From an optimization exercise on the open Yosys and OpenROAD flow, aimed at small area; shortcuts taken in it are not production practice. Only simulation tests tie the RTL to the original design; equivalence was not proved.

== the previous run ==
## audio_mixer
module audio_mixer(
	clk,
	nRst,
	ad_ws,
	ad_bck,
	ad_di,
	ad_do,
	ad_l3md,
	ad_l3clk,
	ad_l3data,
	mcu_data,
	mcu_wr,
	mcu_cmd_data_sw,
	mcu_l3md,
	mcu_l3clk,
	mcu_l3data,
	mcu_cs1,
	mcu_cs0,
	led
);
Size in the first run: roughly 2100 cells after synthesis, roughly 48 I/O pins.
Settings: LEC_CHECK=0, CAP_MARGIN=20, CORE_MARGIN=2, CORE_UTILIZATION=65, CTS_BUF_LIST=sky130_fd_sc_hd__clkbuf_8 sky130_fd_sc_hd__clkbuf_16, CTS_CLUSTER_DIAMETER=70, CTS_CLUSTER_SIZE=28, PLACE_DENSITY=0.75, SLEW_MARGIN=20, SYNTH_HIERARCHICAL=1; clock period 20.0 ns.
run.sh (not shown) runs the stock make flow with config.mk's settings and CLKGATE_MAP_FILE= SYNTH_SCRIPT=/design/flow/synth_recipe.tcl, a recipe that flattens the netlist after the stock synthesis.
diff inputs: the previous run => the current run
--- a/flow/design.v
+++ b/flow/design.v
@@ -661,38 +661,36 @@
 wire	[2:0]	ui = op ? cmd_r[2:0] : hp[2:0];
 wire	[1:0]	uk = op ? cmd_r[5:4] : hp[4:3];
 wire	[7:0]	ua = op ? cur : hg;
 wire	[7:0]	uc = op ? orig : 8'h00;
 wire		first = ~op & (hp[2:0] == 3'd0);
 wire	[7:0]	xsel;
 generate for (gi = 0; gi < 8; gi = gi + 1) begin : xdec
-	assign xsel[gi] = (ui == gi) & ~((gi % 2) ? zr : zl);
+	assign xsel[gi] = (ui == gi);
 end endgenerate
 wire	[15:4]	xm;
 generate for (gb = 4; gb < 16; gb = gb + 1) begin : xrd
 	wire [2:0] y;
 	aoi222 u0(.A1(xsel[0]), .A2(dl0[gb]), .B1(xsel[1]), .B2(dr0[gb]), .C1(xsel[2]), .C2(dl1[gb]), .Y(y[0]));
 	aoi222 u1(.A1(xsel[3]), .A2(dr1[gb]), .B1(xsel[4]), .B2(dl2[gb]), .C1(xsel[5]), .C2(dr2[gb]), .Y(y[1]));
 	assign y[2] = ~((xsel[6] & dl3[gb]) | (xsel[7] & dr3[gb]));
 	assign xm[gb] = ~&y;
 end endgenerate
-wire	[15:4]	xs = xm;	 
+wire	[15:4]	xs = (ui[0] ? zr : zl) ? 12'd0 : xm;
 wire	[15:0]	x = {xs, 4'd0};
-wire	[3:0]	asel;
-generate for (gi = 0; gi < 4; gi = gi + 1) begin : adec
-	assign asel[gi] = (uk == gi) & ~first;
-end endgenerate
-wire	[15:0]	accs;
-generate for (gb = 0; gb < 16; gb = gb + 1) begin : ard
-	wire y0;
-	aoi222 u(.A1(asel[0]), .A2(acc0[gb]), .B1(asel[1]), .B2(acc1[gb]), .C1(asel[2]), .C2(acc2[gb]), .Y(y0));
-	assign accs[gb] = ~(y0 & ~(asel[3] & acc3[gb]));
-end endgenerate
+reg	[15:0]	accs;
+always @(*)
+	case (uk)
+	2'd0: accs = acc0;
+	2'd1: accs = acc1;
+	2'd2: accs = acc2;
+	default: accs = acc3;
+	endcase
 wire	[15:0]	sum;
-mac_sd mac(.X(x), .A(ua), .C(uc), .ACC(accs), .S(sum));
+mac_sd mac(.X(x), .A(ua), .C(uc), .ACC(first ? 16'd0 : accs), .S(sum));
 wire	wacc = op | proc;
 always @(posedge clk) begin
 	if (wacc && uk == 2'd0) acc0 <= sum;
 	if (wacc && uk == 2'd1) acc1 <= sum;
 	if (wacc && uk == 2'd2) acc2 <= sum;
 	if (wacc && uk == 2'd3) acc3 <= sum;
 end
## What came out
- Share of the clock period used by the worst path ends up lower on the previous run.
- Taking the previous run as the reference point, the slew at the pin closest to its max-slew limit of the current run falls by 0.13 ns.
- Every stage of the flow completed for the current run, and the final layout passed the timing, DRC and antenna checks.
- The current run against the previous run: hold slack went down by 0.0051 ns; net count reported at finish went up by about 3.7%.
- Against the previous run, clock buffer count in the current run rose by a few percent.
- Summary of the current run over the previous run: post-detailed-route DRC marker count flat.

==> static timing again, ports no longer ideal <==
Ports are ideal in the flow. The routed layouts listed here were re-timed in OpenROAD. Step 1, drivers: a clkbuf_16 drives clk and a buf_2 each remaining input, both assumed. Step 2, shift: input delay + t, output delay - t, t = (earliest + latest rising clock arrival at the registers) / 2. This alone moves slack from input paths to output paths. a / b / c = no drivers / after step 1 / after step 2; a / b = the first two.
run	shift t [ns]	setup WS [ns]	worst hold slack (ns)	clock arrival spread, ns
the previous run	0.666	3.647 / 3.637 / 2.970	0.427 / 0.427 / 0.427	0.043 / 0.043
the current run	0.679	3.279 / 3.316 / 2.637	0.422 / 0.422 / 0.422	0.026 / 0.026
After both steps every run listed still meets setup and hold. The setup slack of the previous run, which loses most, moves by -0.010 ns with the drivers and by -0.677 ns with both steps.
